This is an optimization exercise on Yosys and OpenROAD, whose aim is small area, not a production implementation.
Only simulation tests tie the RTL to the original design; equivalence was not proved.
Power figures rest on the tool's default switching activity, not on a simulated workload.

==> flow/design.v <==
module fp_adder_top ( input  wire        clk,
                      input  wire [31:0] a,
                      input  wire [31:0] b,
                      output wire [31:0] s
                    );
  reg  [31:0] a_q, b_q, s_q;
  wire [31:0] s_d;
  always @(posedge clk) begin
    a_q <= a;
    b_q <= b;
    s_q <= s_d;
  end
  fp_adder u_add ( .a(a_q), .b(b_q), .s(s_d) );
  assign s = s_q;
endmodule

module fp_adder ( input  wire [31:0] a ,
                  input  wire [31:0] b ,
                  output wire [31:0] s
                );
wire [7:0]  ea = a[30:23], eb = b[30:23];
wire        sub = a[31] ^ b[31];
wire        hx  = |ea | |eb;            
wire        hy  = |ea & |eb;            
wire        special = ~(|ea[7:1] | |eb[7:1]) & (ea[0] ^ eb[0]);
wire        ge = a[30:0] >= b[30:0];
wire [22:0] mxn, myn;
wire [7:0]  exn;
fpa_muxi #(.W(23)) u_mx (.a(a[22:0]), .b(b[22:0]), .s(ge), .sn(~ge), .y(mxn));
fpa_muxi #(.W(23)) u_my (.a(b[22:0]), .b(a[22:0]), .s(ge), .sn(~ge), .y(myn));
fpa_muxi #(.W(8))  u_ex (.a(ea), .b(eb), .s(ge), .sn(~ge), .y(exn));
wire [7:0]  ex = ~exn;
wire [7:0]  dab = ea - eb, dba = eb - ea;
wire [7:0]  d = ge ? dab : dba;
wire [4:0]  sh = special ? 5'd0 : (d[4:0] | {5{|d[7:5]}});
wire        sgn = ge ? a[31] : b[31];
wire [25:0] al;
wire        sticky;
fpa_align u_aln (.mn({~hy, myn}), .sh(sh), .q(al), .sticky(sticky));
wire [27:0] u;
fpa_addsub u_add (.hx(hx), .mxn(mxn), .al(al), .sticky(sticky), .sub(sub), .u(u));
wire [4:0]  t;
fpa_lzcap u_lzc (.u(u), .ex(ex), .sub(sub), .t(t));
wire [27:0] rn;
wire        rovf, hp01;
wire [2:0]  tc;
fpa_pround u_prn (.u(u), .sub(sub), .ex(ex), .rn(rn), .rovf(rovf), .tc(tc), .hp01(hp01));
wire [27:0] n1;
fpa_norm u_nrm (.un(rn), .t(t), .n(n1));
wire [7:0]  e2;
fpa_final u_fin (.n26(n1[27]), .ex(ex), .t(t), .rovf(rovf), .tc(tc), .hp01(hp01), .e(e2));
assign s = {sgn, e2, n1[26:4]};
endmodule
module fpa_align ( input wire [23:0] mn, input wire [4:0] sh,
                   output wire [25:0] q, output wire sticky );
wire [4:0]  shn = ~sh;
wire [25:0] r1, r2n, r3, r4n;
fpa_sh #(.W(26), .S(1),  .INV(1), .ZL(2)) u_s1 (.d({mn, 2'b11}), .s(sh[0]), .sn(shn[0]), .q(r1));
fpa_sh #(.W(26), .S(2),  .INV(0), .ZL(1)) u_s2 (.d(r1),  .s(sh[1]), .sn(shn[1]), .q(r2n));
fpa_sh #(.W(26), .S(4),  .INV(1), .ZL(0)) u_s3 (.d(r2n), .s(sh[2]), .sn(shn[2]), .q(r3));
fpa_sh #(.W(26), .S(8),  .INV(0), .ZL(0)) u_s4 (.d(r3),  .s(sh[3]), .sn(shn[3]), .q(r4n));
fpa_sh #(.W(26), .S(16), .INV(1), .ZL(0)) u_s5 (.d(r4n), .s(sh[4]), .sn(shn[4]), .q(q));
assign sticky = (sh[1] & r1[1]) | (sh[2] & ~&r2n[3:0]) | (sh[3] & |r3[7:0]) | (sh[4] & ~&r4n[15:0]);
endmodule
module fpa_norm ( input wire [27:0] un, input wire [4:0] t, output wire [27:0] n );
wire [4:0]  tn = ~t;
wire [27:0] l1, l2n, l3, l4n;
fpa_sh #(.W(28), .S(1),  .INV(1), .LEFT(1)) u_s1 (.d(un),  .s(t[0]), .sn(tn[0]), .q(l1));
fpa_sh #(.W(28), .S(2),  .INV(0), .LEFT(1)) u_s2 (.d(l1),  .s(t[1]), .sn(tn[1]), .q(l2n));
fpa_sh #(.W(28), .S(4),  .INV(1), .LEFT(1)) u_s3 (.d(l2n), .s(t[2]), .sn(tn[2]), .q(l3));
fpa_sh #(.W(28), .S(8),  .INV(0), .LEFT(1)) u_s4 (.d(l3),  .s(t[3]), .sn(tn[3]), .q(l4n));
fpa_sh #(.W(28), .S(16), .INV(1), .LEFT(1)) u_s5 (.d(l4n), .s(t[4]), .sn(tn[4]), .q(n));
endmodule
module fpa_sh #(parameter W = 26, parameter S = 1, parameter INV = 0,
                parameter LEFT = 0, parameter ZL = 0)
               ( input wire [W-1:0] d, input wire s, input wire sn, output wire [W-1:0] q );
genvar i;
generate for (i = 0; i < W; i = i + 1) begin : g_b
  localparam integer J = LEFT ? i - S : i + S;
  localparam HAS1 = (J >= 0) && (J < W) && (J >= ZL);
  localparam HAS0 = (i >= ZL);
  if (HAS1 && HAS0) begin : g_m
    fpa_aoi22 u (.a1(d[J]), .a2(s), .b1(d[i]), .b2(sn), .y(q[i]));
  end else if (HAS0) begin : g_0
    if (INV == 0) begin : g_t
      fpa_nand2 u (.a(d[i]), .b(sn), .y(q[i]));
    end else begin : g_i
      fpa_nor2 u (.a(d[i]), .b(s), .y(q[i]));
    end
  end else if (HAS1) begin : g_1
    if (INV == 0) begin : g_t
      fpa_nand2 u (.a(d[J]), .b(s), .y(q[i]));
    end else begin : g_i
      fpa_nor2 u (.a(d[J]), .b(sn), .y(q[i]));
    end
  end else begin : g_c
    assign q[i] = (INV == 0);
  end
end endgenerate
endmodule
module fpa_muxi #(parameter W = 1)
                 ( input wire [W-1:0] a, input wire [W-1:0] b, input wire s, input wire sn,
                   output wire [W-1:0] y );
genvar i;
generate for (i = 0; i < W; i = i + 1) begin : g_b
  fpa_aoi22 u (.a1(a[i]), .a2(s), .b1(b[i]), .b2(sn), .y(y[i]));
end endgenerate
endmodule
module fpa_aoi22 ( input wire a1, input wire a2, input wire b1, input wire b2, output wire y );
assign y = ~((a1 & a2) | (b1 & b2));
endmodule
module fpa_nand2 ( input wire a, input wire b, output wire y );
assign y = ~(a & b);
endmodule
module fpa_nor2 ( input wire a, input wire b, output wire y );
assign y = ~(a | b);
endmodule
module fpa_addsub ( input wire hx, input wire [22:0] mxn, input wire [25:0] al,
                    input wire sticky, input wire sub,
                    output wire [27:0] u );
wire [27:0] aa = {1'b0, hx, ~mxn, 3'b000};
wire [27:0] bb = {1'b0, al, sticky} ^ {28{sub}};
wire [27:0] p = aa ^ bb, g = aa & bb;
wire [28:0] c;
assign c[0] = sub;
genvar i;
generate for (i = 0; i < 26; i = i + 2) begin : g_add
  assign u[i]   = p[i] ^ c[i];
  assign u[i+1] = p[i+1] ^ (g[i] | (p[i] & c[i]));
  assign c[i+2] = g[i+1] | (p[i+1] & g[i]) | (p[i+1] & p[i] & c[i]);
end endgenerate
assign u[26] = p[26] ^ c[26];
assign u[27] = (g[26] | (p[26] & c[26])) & ~sub;    
endmodule
module fpa_lzcap ( input wire [27:0] u, input wire [7:0] ex, input wire sub,
                   output wire [4:0] t );
reg  [4:0] lz;
integer k;
always @* begin
  lz = 5'd28;
  for (k = 0; k < 28; k = k + 1)
    if (u[k]) lz = 5'd27 - k;
end
wire [7:0] cap = (sub && ex != 8'd0) ? ex : 8'd1;
wire       le  = (|cap[7:5]) | ~(lz > cap[4:0]);
assign t = le ? lz : cap[4:0];
endmodule
module fpa_pround ( input wire [27:0] u, input wire sub, input wire [7:0] ex,
                    output wire [27:0] rn, output wire rovf, output wire [2:0] tc,
                    output wire hp01 );
wire [27:0] r;
assign rn = ~r;
wire t0 = ~sub & u[27];
wire t1 = sub ? (u[26] | (ex[7:1] == 7'd0)) : ~u[27];
wire t2 = sub & ~u[26] & u[25] & (ex[7:1] != 7'd0);
wire rnd0 = u[3] & (u[2] | u[1] | u[4]);
wire rnd1 = u[2] & (u[1] | u[0] | u[3]);
wire rnd2 = u[1] & (u[0] | u[2]);
wire c2 = t2 & rnd2;
wire c3 = (u[2] & c2) | (t1 & rnd1);
wire c4 = (u[3] & c3) | (t0 & rnd0);
assign r[1:0] = u[1:0];
assign r[2] = u[2] ^ c2;
assign r[3] = u[3] ^ c3;
wire [23:0] x = u[27:4];
wire [6:0]  gc;                         
assign gc[0] = c4;
genvar i;
generate for (i = 0; i < 6; i = i + 1) begin : g_grp
  assign gc[i+1] = gc[i] & (&x[4*i+3:4*i]);
end endgenerate
generate for (i = 0; i < 24; i = i + 1) begin : g_bit
  if ((i % 4) == 0) begin : g0
    assign r[4+i] = x[i] ^ gc[i/4];
  end else begin : g1
    assign r[4+i] = x[i] ^ (gc[i/4] & (&x[i-1:(i/4)*4]));
  end
end endgenerate
assign rovf = (t0 & gc[6]) | (t1 & r[27]) | (t2 & r[26]);
assign tc = {t2, t1, t0};
assign hp01 = t0 | (t1 & u[26]) | (t2 & u[25]);
endmodule
module fpa_final ( input wire n26, input wire [7:0] ex, input wire [4:0] t,
                   input wire rovf, input wire [2:0] tc, input wire hp01,
                   output wire [7:0] e );
wire        hp = hp01 | (~|tc & n26);
wire [7:0]  e2 = ex + 8'd1 - t + rovf;
assign e = e2 & {8{hp}};
endmodule
clock: 15.0 ns
lec_check: 0
cap_margin: 10
core_margin: 2
core_utilization: 65
cts_buf_list: sky130_fd_sc_hd__clkbuf_8
slew_margin: 10
synth_hierarchical: 1
synth_minimum_keep_size: 0
standard.sh (not shown) runs the stock make flow with config.mk's settings and CLKGATE_MAP_FILE= SYNTH_SCRIPT=/design/flow/synth_recipe.tcl, a recipe that flattens the netlist after the stock synthesis.
==> flow/flow/run.sh <==
#!/bin/bash
# Layout flow: the standard ORFS flow with two changes:
#  - synthesis maps logic with the ABC script in flow/abc_area.script (ABC_AREA=1),
#  - port buffers are sky130_fd_sc_hd__buf_1.
# Each tool's output stays in orfs/logs/; make's own output goes to flow_make.log.
set -euo pipefail
F=$(pwd)
mkdir -p "$F/scripts"
for f in "$FLOW_HOME"/scripts/*; do ln -sf "$f" "$F/scripts/"; done
rm -f "$F/scripts/abc_area.script"
cp "$F/flow/abc_area.script" "$F/scripts/abc_area.script"
EXTRA=$(cat "$F/flow/extra_make_args" 2>/dev/null || true)
sed "s#\"\${@:-finish}\"#SCRIPTS_DIR=$F/scripts ABC_AREA=1 BUFFER_PORTS_ARGS='-buffer_cell sky130_fd_sc_hd__buf_1' $EXTRA \"\${@:-finish}\"#" standard.sh > "$F/my_standard.sh"
bash "$F/my_standard.sh" > "$F/flow_make.log" 2>&1
==> flow/flow/abc_area.script <==
strash
&get -n
&st
&dch -f
&nf -R 1000
&put
==> flow/flow/extra_make_args <==
ADDER_MAP_FILE= SYNTH_INSBUF=0 SYNTH_OPERATIONS_ARGS=-noshare
Edit:
==> flow/flow/extra_make_args (replaced) <==
ADDER_MAP_FILE= SYNTH_INSBUF=0
- clock power came out higher by about 3%
- cell area went up by about 0.65%
- cell count climbs by 1.5%
- setup slack improved by 0.29 ns

-- what the ideal ports hide --
In the flow no input, the clock included, has a driving cell. The finished layouts below were timed again as built, in two steps. Step 1 assumes that a clkbuf_16 drives the clock port and a buf_2 every other input. Step 2 adds t to the input delays and takes it off the output delays; t is the mean of the earliest and latest rising clock arrival at the registers after step 1. Input paths then give back, and output paths get back, about the clock's delay inside the block. a / b / c = ideal ports / drivers / drivers and shift; a / b = the first two.
| run | t, ns | setup WS [ns] | latest minus earliest clock arrival (ns) |
|---|---|---|---|
| the first run | 0.415 | 1.088 / 1.088 / 1.088 | 0.016 / 0.015 |
| the second run | 0.427 | 1.381 / 1.381 / 1.381 | 0.015 / 0.014 |
After both steps setup and hold are still met in every run listed.
